This design comes from an exercise in tuning for small area on the open sky130 flow, not from production work.
The RTL was checked by simulation tests, not by an equivalence proof against the original design.
Power figures rest on the tool's default switching activity, not on a simulated workload. The flow treats the clock pin as an ideal source, which a real chip does not have.

## flow/design.v (module list and top-level ports; edited modules follow where they fit)
// module div_xor2: 3 lines
// module div_xnor2: 3 lines
// module div_mux2i: 3 lines
// module DIV: 2621 lines
module DIV(
    input  wire        clk,
    input  wire        reset,
    input  wire        flush,
    input  wire        CE_in,
    input  wire        ex_valid_ns,
    input  wire        wb_allin,
    input  wire [31:0] dividend_in,
    input  wire [31:0] divisor_in,
    input  wire [5:0]  is_op,
    output reg  [31:0] quotient_out,
    output reg  [31:0] remainder_out,
    output reg         CE_out
);
  // ...
==> flow/flow/run.sh <==
#!/bin/bash
# Standard layout, with the port buffers made from the smallest buffer cell.
set -e
cp standard.sh standard.sh.txt
export BUFFER_PORTS_ARGS="-buffer_cell sky130_fd_sc_hd__buf_1"
bash standard.sh > standard.log 2>&1
==> flow/standard.sh <==
#!/bin/bash
# synth_recipe.tcl (not shown) runs the flow's synth.tcl, then flattens the netlist and writes it again
# the make line also repeats each setting of config.mk as NAME=value (left out here)
make -C /OpenROAD-flow-scripts/flow DESIGN_CONFIG=/design/flow/config.mk WORK_HOME=/design/flow/orfs CLKGATE_MAP_FILE= SYNTH_SCRIPT=/design/flow/synth_recipe.tcl "${@:-finish}"
==> flow/config.mk <==
export PLATFORM = sky130hd
export DESIGN_NAME = DIV
export DESIGN_NICKNAME = DIV
export VERILOG_FILES = /design/flow/design.v
export SDC_FILE = /design/flow/constraint.sdc
export NUM_CORES = 4
export LEC_CHECK = 0
export CAP_MARGIN = 20
export CORE_MARGIN = 2
export CORE_UTILIZATION = 60
export CTS_BUF_LIST = sky130_fd_sc_hd__clkbuf_16
export CTS_CLUSTER_DIAMETER = 190
export CTS_CLUSTER_SIZE = 32
export PLACE_DENSITY = 0.7
export SLEW_MARGIN = 20
export SYNTH_HIERARCHICAL = 1
==> flow/constraint.sdc <==
create_clock -name core_clock -period 12.0 [get_ports {clk}]
set_input_delay 2.4000 -clock core_clock [delete_from_list [all_inputs] [get_ports {clk}]]
set_output_delay 2.4000 -clock core_clock [all_outputs]
set_load 0.01 [all_outputs]
==> impl_metrics.json, run 1 <==
{
  "final_area_um2": 56600,
  "worstPathArrival_ps": 11620,
  "ant_nets": 0,
  "reg2reg_from": "r_s14[0]$_DFF_P_",
  "synth.top_cells.by_count": "dfxtp_1 (1386), mux2i_1 (1024), xor2_1 (585)",
  "yosysWarnings": 7,
  "rsz0062_at_grt": "true",
  "regArea_um2": 27800,
  "top_power_group": "registers",
  "antenna_found_initial": 3,
  "clockBufferDepth": 3,
  "slew_violations": 0,
  "p_int_mw": 6.59,
  "period_minus_slack_ps": 11110,
  "track_usage_pct": 17.1,
  "routedWlPerCell_um": 13.8,
  "ys_async_sr_fraction_pct": 0,
  "syn_nets": 4316,
  "multi_input_area_share_pct": 42.3,
  "place_ws_ps": -76.4,
  "clk_latency_ps": 660,
  "gr-usage-met1_pct": 18.6,
  "initial_core_util_pct": 60.7,
  "ys_seq_area_share_pct": 53.6,
  "clkbuf_count": 49,
  "cts_setup_buffers": 3,
  "vias_per_cell": 4.99,
  "grt_use_met3_pct": 1.91,
  "final_core_util_pct": 66.4,
  "cp.required_ps": 12520,
  "dr.pass1.iters": 4,
  "outcome": "finished clean",
  "drive_above_1_share_pct": 6.35,
  "placed_cell_area_um2": 54400,
  "syn_to_final_growth_pct": 9.51,
  "stdcell_count": 5683,
  "dpl.hpwl_mm": 59.6,
  "hold_depth": 0
}
==> run 2: changes to the inputs <==
--- a/flow/config.mk
+++ b/flow/config.mk
@@ -11,6 +11,7 @@
 export CTS_BUF_LIST = sky130_fd_sc_hd__clkbuf_16
 export CTS_CLUSTER_DIAMETER = 190
 export CTS_CLUSTER_SIZE = 32
+export GPL_ROUTABILITY_DRIVEN = 0
 export PLACE_DENSITY = 0.7
 export SLEW_MARGIN = 20
 export SYNTH_HIERARCHICAL = 1
==> run 2 against run 1 <==
Final area unchanged. Sequential share of layout area unchanged. Die area is the same. Total power did not move. Clock power barely moved. Count of clock-buffer cells in the layout is the same. Utilization stayed put. Critical endpoint unchanged. Largest cell class unchanged. Sequential power about the same. Synthesized cell count unchanged. Largest power group unchanged.
==> impl_metrics.json, run 2 <==
{
  "final_common_cell": "dfxtp_1",
  "cts_htree_levels": 2,
  "portBuffers": 140,
  "cp-start-kind": "flip-flop",
  "yosysTopAreaCellShare_pct": 53.6,
  "io_pins": 141,
  "reg2reg_from": "r_s14[0]$_DFF_P_",
  "p_switching_mw": 2.46,
  "p_per_area_nw_per_um2": 160,
  "fin_total_pwr_mw": 9.05,
  "ir_drop_v": 0.000137,
  "clockBufferDepth": 3,
  "dr.pass1.iters": 4,
  "floorplan.die_area_um2": 88600,
  "p_int_mw": 6.59,
  "ys_seq_area_share_pct": 53.6,
  "drt_iter0_drc": 690,
  "nets": 4637,
  "max_slew_margin_pct": 33.2,
  "grt.overflow.total": 0,
  "hold_path_startpoint": "a_s5[1]$_DFF_P_",
  "tritoncts": "yes",
  "cp-startpoint": "r_s14[0]$_DFF_P_",
  "n_fill_cell": 6638,
  "clkTransAtPathRegs_ps": 110,
  "dpl.hpwl_mm": 59.6,
  "p_leak_nw": 22.3,
  "synthTopCellsByArea": "dfxtp_1 (54%), mux2i_1 (20%), xor2_1 (9.9%)",
  "yosysMostFrequentCell": "dfxtp_1",
  "initial_core_util_pct": 60.7,
  "crit_path_end_kind": "flip-flop",
  "track_usage_pct": 17.1,
  "p_comb_share_pct": 21.6,
  "synth_cell_types": 49,
  "outcome": "finished clean",
  "tightest_slew_ps": 995,
  "clock_power_share_pct": 22.5,
  "grt_max_degree": 64,
  "synth_top_area_cell": "dfxtp_1",
  "hold_buffers": 0,
  "fp.coreArea_um2": 85300,
  "syn_nets": 4316,
  "yosysWarnings": 7,
  "cts_made_buffers": 49,
  "fmax_ghz": 0.0900,
  "ys_async_sr_fraction_pct": 0,
  "worstPathArrival_ps": 11620,
  "finalSetupViolations": 0,
  "synth_area_per_cell_um2": 12.3,
  "cp.required_ps": 12520,
  "swShare_pct": 27.1,
  "seqPwrFrac_pct": 55.9,
  "die_x_um": 298,
  "syn_to_final_growth_pct": 9.51,
  "worstPathBufferInverterCount": 2,
  "place_ws_ps": -76.4,
  "min_path_type": "flip-flop to flip-flop",
  "synth.top_cells.by_count": "dfxtp_1 (1386), mux2i_1 (1024), xor2_1 (585)",
  "rsz0062_at_grt": "true",
  "routedWlPerCell_um": 13.8,
  "synth_edf_count": 0,
  "synth_flop_cell": "dfxtp_1",
  "vias": 28400,
  "drt_wl_total_mm": 78.3,
  "slew_violations": 0,
  "antenna_found_initial": 3,
  "drc": 0,
  "grt_pass1_wl_mm": 129,
  "cts_root_buf": "clkbuf_16",
  "die_h_um": 298,
  "path_common_cell": "mux2i_1",
  "ys_seq_elements": 1386,
  "cp_top_family": "multiplexers",
  "finalWorstSetupSlack_ps": 895,
  "finalHoldViolCount": 0,
  "num_rows": 107,
  "finalCritPeriodShare_pct": 92.5,
  "drive_above_1_share_pct": 6.35,
  "setup.worst_path.class": "flip-flop to flip-flop",
  "clk_latency_ps": 660,
  "worstPathMaxFanout": 7,
  "cp_slowest_cell": "dfxtp_4",
  "synth_area_um2": 51700,
  "final_cell_mix": "dfxtp_1 (1377), mux2i_1 (1011), xor2_1 (582)",
  "maxCapViolCount": 0,
  "skew_ps": 35.8,
  "ant_nets": 0,
  "period_minus_slack_ps": 11110,
  "max_stage_delay_ps": 380,
  "clock_sinks": 1386,
  "synthCells": 4214,
  "finalSetupTns_ps": 0,
  "grt_pass1_vias": 27800,
  "vias_per_cell": 4.99,
  "final_core_util_pct": 66.4
}
[run 2: cell counts after synthesis]
Identical to the previous run, type by type.
[run 2: kinds of logic (layout without fill, tap and decap cells)]
kind of cell	after synthesis	after routing	share of synthesized area [%]
xor gates and xnor gates	1134	1134	19.2
other	0	2	0
muxes	1032	1032	20.0
AOI/OAI and AO/OA	178	178	2.13
buffers and inverters	95	418	0.692
DFF	1386	1386	53.6
adders and majority gates	26	26	0.629
and+or+nand+nor	363	363	3.73
[run 2: worst paths after layout]
path                            cells past startpoint  slack (ps)                end
worst min register to register                      0         310    a_s6[5]$_DFF_P_
worst max register to register                     64         890  r_s15[29]$_DFF_P_
worst max-delay path                               64         890  r_s15[29]$_DFF_P_
worst min-delay path                                0         310    a_s6[5]$_DFF_P_
[run 2: metrics by stage]
step	area, µm²	instances	hold WS [ps]
floorplan	51800	4214	310
global placement	54400	5555	310
detailed placement	54400	5555	312
CTS	55800	5611	314
global route	56600	5682	315
finish	56600	5683	312
[run 2: layout make-up]
cell class	count	area, µm²	area share (%)
Sequential cell	1386	27800	49.0
Inverter	62	233	0.411
Clock inverter	4	110	0.194
Tap cell	1144	1430	2.53
Antenna cell	2	5.00	0.00883
Timing Repair Buffer	303	1940	3.42
Multi-Input combinational cell	2733	23900	42.3
Clock buffer	49	1230	2.16
[run 2: per-module statistics from Yosys, one instance, submodules excluded]
module     copies in the design  flip-flops and latches
DIV                           1                    1386
div_xnor2                   507                       0
div_mux2i                  1003                       0
div_xor2                    507                       0
[run 2: power by group through the flow]
| stage | clock network [mW] | registers, mW | logic, mW |
|---|---|---|---|
| finish | 2.04 | 5.06 | 1.95 |
| global route | 2.26 | 5.10 | 2.16 |
| CTS | 2.11 | 5.06 | 1.90 |
| detailed placement | 0 | 5.17 | 1.89 |
| global placement | 0 | 5.16 | 1.85 |
| floorplan | 0 | 5.11 | 1.58 |
[run 2: worst register-to-register path: cells and delay by family, from the launching register on]
| kind | cells | cell delay (ps) |
|---|---|---|
| multiplexers | 59 | 9740 |
| flip-flops | 1 | 380 |
| AND/OR/NAND/NOR | 2 | 380 |
| buffers and inverters | 2 | 320 |
| XOR/XNOR | 1 | 150 |
[run 2: per-layer routing]
layer / track usage, % / up-vias / part of all wire (%)
met5: 0 / - / 0
met4: 5.18 / 0 / 2.6
li1: - / 14900 / -
met2: 34.1 / 237 / 55
met1: 18.6 / 13100 / 40
met3: 1.91 / 102 / 2.4
[run 2: what timing repair did]
action,in CTS,in global routing
gates resized for setup,1,49
endpoints found under the setup margin,28,129
gates cloned,0,7
pin swaps,0,8
buffers inserted,3,65
==> run 3: changes to the inputs <==
--- a/flow/config.mk
+++ b/flow/config.mk
@@ -7,11 +7,9 @@
 export LEC_CHECK = 0
 export CAP_MARGIN = 20
 export CORE_MARGIN = 2
-export CORE_UTILIZATION = 60
+export CORE_UTILIZATION = 50
 export CTS_BUF_LIST = sky130_fd_sc_hd__clkbuf_16
 export CTS_CLUSTER_DIAMETER = 190
 export CTS_CLUSTER_SIZE = 32
-export GPL_ROUTABILITY_DRIVEN = 0
-export PLACE_DENSITY = 0.7
 export SLEW_MARGIN = 20
 export SYNTH_HIERARCHICAL = 1
==> run 3 against run 2 <==
Clock power about the same. Combinational power about the same. Count of clock-buffer cells in the layout unchanged. Maximum frequency decreased by 1.4%. Register-to-register slack got worse by 160 ps. Largest power group unchanged. Utilization decreased by 11 points. Critical path type unchanged. Global-route usage decreased by 2.4 points.
==> impl_metrics.json, run 3 <==
{
  "tightest_slew_ps": 943,
  "ys_async_sr_fraction_pct": 0,
  "clockBufferDepth": 3,
  "max_slew_margin_pct": 36.7,
  "skew_ps": 41.9,
  "grt_pass1_vias": 27900,
  "min_path_type": "flip-flop to flip-flop",
  "clk_latency_ps": 690,
  "synth_cell_types": 49,
  "io_pins": 141,
  "final_cell_mix": "dfxtp_1 (1375), mux2i_1 (1009), xor2_1 (581)",
  "synth_edf_count": 0,
  "die_h_um": 326,
  "cp_top_family": "multiplexers",
  "yosysMostFrequentCell": "dfxtp_1",
  "multi_input_area_um2": 24000,
  "finalSetupTns_ps": 0,
  "ys_seq_elements": 1386,
  "hold_buffers": 0,
  "drt_iter0_drc": 822,
  "cts_root_buf": "clkbuf_16",
  "regArea_um2": 27800,
  "whs_ps": 309,
  "n_fill_cell": 8902,
  "dpl.hpwl_mm": 61.9,
  "synthXorXnorAreaFrac_pct": 19.2,
  "p_comb_share_pct": 21.7,
  "grt_max_degree": 81,
  "path_common_cell": "mux2i_1",
  "period_minus_slack_ps": 11260,
  "floorplan.die_area_um2": 106000,
  "num_rows": 117,
  "fmax_ghz": 0.0888,
  "dr.pass1.iters": 4,
  "yosysWarnings": 7,
  "max_stage_delay_ps": 380,
  "synth_area_per_cell_um2": 12.3,
  "syn_to_final_growth_pct": 10.2,
  "synth.top_cells.by_count": "dfxtp_1 (1386), mux2i_1 (1024), xor2_1 (585)",
  "clock_power_share_pct": 22.7,
  "fp.coreArea_um2": 102000,
  "p_switching_mw": 2.49,
  "drive_above_1_share_pct": 6.35,
  "cp_slowest_cell": "dfxtp_4",
  "synthCells": 4214,
  "portBuffers": 140,
  "vias_per_cell": 4.77,
  "cts_htree_levels": 2,
  "cp-start-kind": "flip-flop",
  "die_x_um": 326,
  "synth_flop_cell": "dfxtp_1",
  "grt.overflow.total": 0,
  "routedWlPerCell_um": 13.7,
  "clock_sinks": 1386,
  "antenna_found_initial": 5,
  "synthTopCellsByArea": "dfxtp_1 (54%), mux2i_1 (20%), xor2_1 (9.9%)",
  "swShare_pct": 27.4,
  "yosysTopAreaCellShare_pct": 53.6,
  "ir_drop_v": 0.000158,
  "rsz0062_at_grt": "true",
  "synthSimpleGateAreaFrac_pct": 3.73,
  "p_leak_nw": 22.3,
  "ys_seq_area_share_pct": 53.6,
  "cp.required_ps": 12590,
  "worstPathMaxFanout": 6,
  "synth_top_family_by_area": "multiplexers",
  "slew_violations": 0,
  "p_per_area_nw_per_um2": 160,
  "worstPathArrival_ps": 11850,
  "finalSetupViolations": 0,
  "initial_core_util_pct": 50.6,
  "synthAdderAreaFrac_pct": 0.629,
  "place_congestion": 0.780,
  "nets": 4632,
  "track_usage_pct": 14.7,
  "worstPathBufferInverterCount": 3,
  "cts_made_buffers": 49,
  "setup.worst_path.class": "flip-flop to flip-flop",
  "p_int_mw": 6.60,
  "finalCritPeriodShare_pct": 93.8,
  "drc": 0,
  "maxCapViolCount": 0,
  "synth_area_um2": 51700,
  "final_core_util_pct": 55.8,
  "place_ws_ps": 159,
  "syn_nets": 4316,
  "ant_nets": 0,
  "outcome": "finished clean",
  "vias": 28100,
  "synth_top_area_cell": "dfxtp_1",
  "final_common_cell": "dfxtp_1",
  "finalWorstSetupSlack_ps": 739,
  "tritoncts": "yes",
  "seqPwrFrac_pct": 55.6,
  "grt_pass1_wl_mm": 132,
  "synth_mux_area_share_pct": 20.0,
  "finalHoldViolCount": 0,
  "crit_path_end_kind": "flip-flop",
  "clkTransAtPathRegs_ps": 110,
  "synth-compound-area-share_pct": 2.13,
  "drt_wl_total_mm": 80.9
}
[run 3: cell counts after synthesis]
Identical to the previous run, type by type.
[run 3: what timing repair did]
action / 4_1_cts / 5_1_grt
gates resized for setup: 0 / 58
setup buffers: 0 / 65
endpoints found under the setup margin: 0 / 104
[run 3: per-stage QoR]
step	cell area (µm²)	total power [mW]	cells
after global routing	57000	9.60	5901
after CTS	56100	9.14	5828
final	57000	9.09	5903
after global placement	54700	7.04	5775
after detailed placement	54700	7.08	5775
after floorplan	51800	6.69	4214
[run 3: final cells by class]
type                       count  share of cell area, %
sequential                  1386                   48.7
inverter                      62                  0.408
multi-input combinational   2733                   42.1
antenna                        3                 0.0132
timing repair buffer         298                   3.42
clock inverter                 4                  0.193
clock buffer                  49                   2.15
tap                         1368                   3.00
[run 3: final timing paths]
kind                       endpoint         startpoint  cells past startpoint  slack (ps)
setup / recovery  r_s15[22]$_DFF_P_   r_s14[0]$_DFF_P_                     65         740
hold / removal    a_s15[15]$_DFF_P_  a_s14[13]$_DFF_P_                      0         310
setup reg to reg  r_s15[22]$_DFF_P_   r_s14[0]$_DFF_P_                     65         740
hold reg to reg   a_s15[15]$_DFF_P_  a_s14[13]$_DFF_P_                      0         310
[run 3: power by group through the flow]
stage / registers (mW) / logic [mW] / clock network [mW]
6_report: 5.06 / 1.97 / 2.06
5_1_grt: 5.10 / 2.19 / 2.31
4_1_cts: 5.06 / 1.92 / 2.16
3_5_place_dp: 5.17 / 1.91 / 0
3_3_place_gp: 5.17 / 1.88 / 0
2_1_floorplan: 5.11 / 1.58 / 0
[run 3: cell families after synthesis]
family | Yosys count
flops | 1386
xor+xnor | 1134
mux | 1032
simple gates | 363
compound gates | 178
buf+inv | 95
fa+ha+maj | 26
[run 3: routing by layer]
metal | global-route usage, % | up-vias | part of all wire, %
li1 | - | 14900 | -
met1 | 16.5 | 13000 | 41
met2 | 29.2 | 221 | 55
met3 | 1.86 | 79 | 2.5
met4 | 3.41 | 0 | 2.0
met5 | 0 | - | 0
[run 3: modules after synthesis, one instance, submodules excluded]
| module | flip-flops and latches | cells inside | area, µm² | copies in the design |
|---|---|---|---|---|
| DIV | 1386 | 2197 | 32800 | 1 |
| div_mux2i | 0 | 1 | 10.0 | 1003 |
| div_xnor2 | 0 | 1 | 8.76 | 507 |
| div_xor2 | 0 | 1 | 8.76 | 507 |
==> run 4: changes to the inputs <==
--- a/flow/config.mk
+++ b/flow/config.mk
@@ -11,5 +11,6 @@
 export CTS_BUF_LIST = sky130_fd_sc_hd__clkbuf_16
 export CTS_CLUSTER_DIAMETER = 190
 export CTS_CLUSTER_SIZE = 32
+export PLACE_DENSITY = 0.8
 export SLEW_MARGIN = 20
 export SYNTH_HIERARCHICAL = 1
==> run 4 against run 3 <==
Final cell count fell by 0.37%. Utilization fell by 0.27 points. Wire length fell by 5.0%. Maximum frequency fell by 2.3%.
==> impl_metrics.json, run 4 <==
{
  "num_rows": 117,
  "min_path_type": "flip-flop to flip-flop",
  "fmax_ghz": 0.0868,
  "slew_violations": 0,
  "dpl.hpwl_mm": 58.1,
  "fin_total_pwr_mw": 9.03,
  "n_fill_cell": 8537,
  "dr_wl_met3_mm": 1.84,
  "drc": 0,
  "drt_iter0_drc": 759,
  "drive_above_1_share_pct": 6.03,
  "die_h_um": 326,
  "floorplan.die_area_um2": 106000,
  "p_per_area_nw_per_um2": 159,
  "finalSetupViolations": 0,
  "wl_met2_mm": 40.0,
  "cts_root_buf": "clkbuf_16",
  "cts_htree_levels": 2,
  "drt-met1-wl_mm": 32.7,
  "clkTransAtPathRegs_ps": 110,
  "antenna_found_initial": 1,
  "grt.overflow.total": 0,
  "final_cell_mix": "dfxtp_1 (1378), mux2i_1 (1007), xor2_1 (581)",
  "setup.worst_path.class": "flip-flop to flip-flop",
  "routedWlPerCell_um": 13.1,
  "outcome": "finished clean",
  "period_minus_slack_ps": 11520,
  "dr.pass1.iters": 4,
  "synth_cell_types": 49,
  "ys_seq_elements": 1386,
  "grt_pass1_wl_mm": 127,
  "yosysMostFrequentCell": "dfxtp_1",
  "ys_async_sr_fraction_pct": 0,
  "regArea_um2": 27800,
  "synth_top_area_cell": "dfxtp_1",
  "clockBufferDepth": 3,
  "max_slew_margin_pct": 27.9,
  "synth_flop_cell": "dfxtp_1",
  "track_usage_pct": 13.9,
  "final_core_util_pct": 55.5,
  "ys_seq_area_share_pct": 53.6,
  "tritoncts": "yes",
  "synth_area_per_cell_um2": 12.3,
  "io_pins": 141,
  "initial_core_util_pct": 50.6,
  "hold_buffers": 0,
  "place_congestion": 0.823,
  "p_leak_nw": 22.1,
  "cp_slowest_cell": "dfxtp_4",
  "clock_sinks": 1386,
  "nets": 4613,
  "cp.required_ps": 12570,
  "clk_latency_ps": 670,
  "syn_to_final_growth_pct": 9.64,
  "whs_ps": 317,
  "syn_nets": 4316,
  "tightest_slew_ps": 1070,
  "fp.coreArea_um2": 102000,
  "finalCritPeriodShare_pct": 96.0,
  "synthCells": 4214,
  "grt_max_degree": 81,
  "drt_wl_total_mm": 76.8,
  "cp-start-kind": "flip-flop",
  "path_common_cell": "mux2i_1",
  "worstPathMaxFanout": 6,
  "stdcell_count": 5881,
  "max_stage_delay_ps": 390,
  "ant_nets": 0,
  "final_common_cell": "dfxtp_1",
  "vias_per_cell": 4.81,
  "maxUsedRoutingLayer": "met4",
  "synthTopCellsByArea": "dfxtp_1 (54%), mux2i_1 (20%), xor2_1 (9.9%)",
  "synth_edf_count": 0,
  "yosysWarnings": 7,
  "antenna_cells": 0,
  "synth.top_cells.by_count": "dfxtp_1 (1386), mux2i_1 (1024), xor2_1 (585)",
  "rsz0062_at_grt": "true",
  "die_x_um": 326,
  "ir_drop_v": 0.000133,
  "maxCapViolCount": 0,
  "multi_input_area_um2": 24000,
  "crit_path_end_kind": "flip-flop",
  "portBuffers": 140,
  "vias": 28300,
  "cts_made_buffers": 49,
  "skew_ps": 37.9,
  "finalHoldViolCount": 0,
  "worstPathArrival_ps": 12090,
  "dp_cells": 5751,
  "yosysTopAreaCellShare_pct": 53.6,
  "synth_area_um2": 51700,
  "grt_pass1_vias": 28100
}
==> run 4: cell counts after synthesis <==
Identical to the previous run, type by type.
==> run 4: critical path: cells and delay by family (launching register included) <==
kind | cells | cell delay (ps)
multiplexers | 58 | 9970
XOR/XNOR | 2 | 320
buffers and inverters | 2 | 270
AND/OR/NAND/NOR | 2 | 470
flip-flops | 1 | 390
==> run 4: stage by stage <==
step	instance area, µm²	TNS (ps)	worst slack (ps)
floorplan	51800	0	9.36
global placement	54500	0	344
detailed placement	54500	-1140	-93.8
CTS	55800	0	25.3
global route	56700	-25460	-664
finish	56700	0	479
==> run 4: power breakdown <==
| group | switching [mW] | internal, mW | total (mW) |
|---|---|---|---|
| clock | 1.27 | 0.755 | 2.02 |
| combinational | 0.990 | 0.960 | 1.95 |
| sequential | 0.193 | 4.87 | 5.06 |
| total | 2.45 | 6.58 | 9.03 |
==> run 4: timing repair <==
item / 4_1_cts / 5_1_grt
cloned: 0 / 5
resized for setup: 5 / 55
setup buffers: 2 / 70
setup endpoints to repair: 31 / 136
pin swaps: 1 / 6
==> run 4: logic make-up after synthesis <==
kind of cell	synth area share, %
AOI/OAI and AO/OA	2.13
DFF	53.6
adders and majority gates	0.629
buffers and inverters	0.692
xor gates and xnor gates	19.2
muxes	20.0
and+or+nand+nor	3.73
==> run 4: worst paths after layout <==
check	startpoint	end	slack (ps)	cells past startpoint
max	r_s14[0]$_DFF_P_	r_s15[3]$_DFF_P_	480	64
min	a_s10[19]$_DFF_P_	a_s11[21]$_DFF_P_	320	0
max reg2reg	r_s14[0]$_DFF_P_	r_s15[3]$_DFF_P_	480	64
min reg2reg	a_s10[19]$_DFF_P_	a_s11[21]$_DFF_P_	320	0
==> run 4: layout make-up <==
class	instances	area share [%]
Sequential cell	1386	49.0
Timing Repair Buffer	279	3.04
Tap cell	1368	3.02
Clock buffer	49	2.16
Clock inverter	4	0.157
Inverter	62	0.410
Multi-Input combinational cell	2733	42.3
==> run 4: layer usage <==
metal  vias to the layer above  global-route usage [%]
met4                         0                    4.85
met1                     13100                    15.9
li1                      14800                       -
met5                         -                       0
met3                       107                    1.74
met2                       264                    26.5
==> run 4: per-module statistics from Yosys (local to each module, per instance) <==
module	copies in the design	cells inside
DIV	1	2197
div_mux2i	1003	1
div_xor2	507	1
div_xnor2	507	1
==> run 5: changes to the inputs <==
--- a/flow/config.mk
+++ b/flow/config.mk
@@ -11,6 +11,6 @@
 export CTS_BUF_LIST = sky130_fd_sc_hd__clkbuf_16
 export CTS_CLUSTER_DIAMETER = 190
 export CTS_CLUSTER_SIZE = 32
-export PLACE_DENSITY = 0.8
+export PLACE_DENSITY = 0.85
 export SLEW_MARGIN = 20
 export SYNTH_HIERARCHICAL = 1
==> run 5 against run 4 <==
First-iteration DRC count grew 5.4%. Largest power group unchanged. Synthesized area unchanged. Critical path depth decreased by 1. Via count increased by 0.51%. Maximum frequency shrank 0.31%. Sequential share of layout area is 0.20 points higher. Final cell count down 0.37%. Sequential power about the same. Largest cell class unchanged.
==> impl_metrics.json, run 5 <==
{
  "track_usage_pct": 14.0,
  "cp-start-kind": "flip-flop",
  "ys_seq_elements": 1386,
  "antenna_cells": 0,
  "grt_pass1_vias": 28200,
  "slew_violations": 0,
  "ant_nets": 0,
  "period_minus_slack_ps": 11560,
  "ys_async_sr_fraction_pct": 0,
  "min_path_type": "flip-flop to flip-flop",
  "syn_nets": 4316,
  "synth_flop_cell": "dfxtp_1",
  "die_x_um": 326,
  "synth_cell_types": 49,
  "synthTopCellsByArea": "dfxtp_1 (54%), mux2i_1 (20%), xor2_1 (9.9%)",
  "cts_htree_levels": 2,
  "maxCapViolCount": 0,
  "final_core_util_pct": 55.3,
  "finalSetupViolations": 0,
  "routedWlPerCell_um": 13.4,
  "gr-usage-met1_pct": 15.8,
  "syn_to_final_growth_pct": 9.20,
  "grt_use_met3_pct": 1.61,
  "path_common_cell": "mux2i_1",
  "vias": 28400,
  "synth_edf_count": 0,
  "final_area_um2": 56500,
  "drt_wl_total_mm": 78.3,
  "clk_latency_ps": 650,
  "vias_per_cell": 4.85,
  "grt_pass1_wl_mm": 128,
  "fin_total_pwr_mw": 9.02,
  "synthCells": 4214,
  "grt.overflow.total": 0,
  "grt_max_degree": 81,
  "cts_root_buf": "clkbuf_16",
  "synth_area_per_cell_um2": 12.3,
  "outcome": "finished clean",
  "dpl.hpwl_mm": 59.0,
  "cp_top_family": "multiplexers",
  "portBuffers": 140,
  "final_cell_mix": "dfxtp_1 (1376), mux2i_1 (1013), xor2_1 (582)",
  "synth.top_cells.by_count": "dfxtp_1 (1386), mux2i_1 (1024), xor2_1 (585)",
  "worstPathMaxFanout": 8,
  "yosysTopAreaCellShare_pct": 53.6,
  "final_common_cell": "dfxtp_1",
  "clockBufferDepth": 3,
  "cts_made_buffers": 49,
  "n_fill_cell": 8405,
  "placed_cell_area_um2": 54400,
  "hold_buffers": 0,
  "place_congestion": 0.805,
  "p_leak_nw": 22.0,
  "floorplan.die_area_um2": 106000,
  "clkTransAtPathRegs_ps": 110,
  "num_rows": 117,
  "cp_slowest_cell": "dfxtp_4",
  "nets": 4591,
  "clock_sinks": 1386,
  "p_per_area_nw_per_um2": 160,
  "yosysMostFrequentCell": "dfxtp_1",
  "fp.coreArea_um2": 102000,
  "max_slew_margin_pct": 29.5,
  "worstPathBufferInverterCount": 1,
  "skew_ps": 17.7,
  "tritoncts": "yes",
  "die_h_um": 326,
  "ir_drop_v": 0.000145,
  "dr.pass1.iters": 5,
  "io_pins": 141,
  "rsz0062_at_grt": "true",
  "fmax_ghz": 0.0865,
  "use_met2_pct": 27.4,
  "yosysWarnings": 7,
  "drive_above_1_share_pct": 5.37,
  "finalCritPeriodShare_pct": 96.3,
  "drc": 0,
  "initial_core_util_pct": 50.6,
  "synth_top_area_cell": "dfxtp_1",
  "crit_path_end_kind": "flip-flop",
  "drt_iter0_drc": 800,
  "worstPathArrival_ps": 12130,
  "cp.required_ps": 12570,
  "ys_seq_area_share_pct": 53.6,
  "synth_area_um2": 51700,
  "setup.worst_path.class": "flip-flop to flip-flop",
  "antenna_found_initial": 0,
  "top_usage_layer": "met2",
  "tightest_slew_ps": 1040,
  "max_stage_delay_ps": 400,
  "finalHoldViolCount": 0
}
## run 5: cell counts after synthesis
Identical to the previous run, type by type.
## run 5: power by group
group	total [mW]	switching (mW)	leakage, nW	internal (mW)
clock	2.03	1.27	0.643	0.756
sequential	5.06	0.194	11.6	4.87
combinational	1.93	0.990	9.82	0.940
total	9.02	2.46	22.0	6.56
## run 5: worst reg2reg max path, delay by kind of cell, from the launching register on
kind	cells	cell delay, ps
muxes	58	9980
and+or+nand+nor	2	610
DFF	1	400
xor gates and xnor gates	2	290
buffers and inverters	1	240
## run 5: per-module statistics from Yosys (local to each module, per instance)
module	copies in the design	cell area [µm²]
div_xnor2	507	8.76
DIV	1	32800
div_mux2i	1003	10.0
div_xor2	507	8.76
## run 5: layout make-up
cell class,count,area [µm²],area share (%)
timing repair buffer,257,1530,2.71
clock buffer,49,1230,2.17
tap,1368,1710,3.03
sequential,1386,27800,49.2
clock inverter,4,96.3,0.171
multi-input combinational,2733,23900,42.4
inverter,62,233,0.412
## run 5: cells by family (layout without fill, tap and decap cells)
logic type | Yosys count | in the layout | share of synthesized area, %
buf+inv | 95 | 372 | 0.692
simple gates | 363 | 363 | 3.73
compound gates | 178 | 178 | 2.13
xor+xnor | 1134 | 1134 | 19.2
fa+ha+maj | 26 | 26 | 0.629
mux | 1032 | 1032 | 20.0
flops | 1386 | 1386 | 53.6
## run 5: routing by layer
metal,part of all wire [%],vias to the layer above
li1,-,14800
met2,53,264
met1,42,13200
met5,0,-
met3,2.0,108
met4,2.7,0
## run 5: final timing paths
check,start,depth (start not counted),to,slack [ps]
hold reg to reg,a_s10[18]$_DFF_P_,0,a_s11[20]$_DFF_P_,320
hold / removal,a_s10[18]$_DFF_P_,0,a_s11[20]$_DFF_P_,320
setup reg to reg,d_s14[1]$_DFF_P_,63,r_s15[4]$_DFF_P_,440
setup / recovery,d_s14[1]$_DFF_P_,63,r_s15[4]$_DFF_P_,440
## run 5: stage by stage
step	instances	setup WS [ps]	hold slack (ps)	TNS (ps)
2_1_floorplan	4214	9.36	310	0
4_1_cts	5795	32.0	319	0
3_5_place_dp	5742	-66.9	312	-1540
3_3_place_gp	5742	312	310	0
6_report	5859	443	316	0
5_1_grt	5859	-978	311	-38340
## run 5: what timing repair did
item	4_1_cts	5_1_grt
setup buffers	0	58
setup endpoints to repair	30	117
gates resized for setup	3	42
cloned	0	6
pin swaps	0	5

[separate check: timing with driven ports]
In the flow no input, the clock included, has a driving cell. The finished layouts below were timed again as built, in two steps. Step 1 assumes that a clkbuf_16 drives the clock port and a buf_2 every other input. Step 2 moves the port delays by t, midway between the first and last clock arrival at a register: inputs arrive t later, outputs are due t later. That takes back most of the time a late clock gives input paths. Slacks: ideal / step 1 / step 2; pairs: ideal / step 1.
| run | t, ns | slack for setup (ns) | worst slew at a driven data input, ns | cell pins on the clock port's net |
|---|---|---|---|---|
| run 1 | 0.710 | 0.895 / 0.895 / 0.895 | 0.07 | 1 |
| run 2 | 0.710 | 0.895 / 0.895 / 0.895 | 0.07 | 1 |
| run 3 | 0.738 | 0.739 / 0.739 / 0.739 | 0.07 | 1 |
| run 4 | 0.712 | 0.479 / 0.479 / 0.479 | 0.05 | 1 |
| run 5 | 0.710 | 0.443 / 0.443 / 0.443 | 0.04 | 1 |
After both steps setup and hold are still met in every run listed.
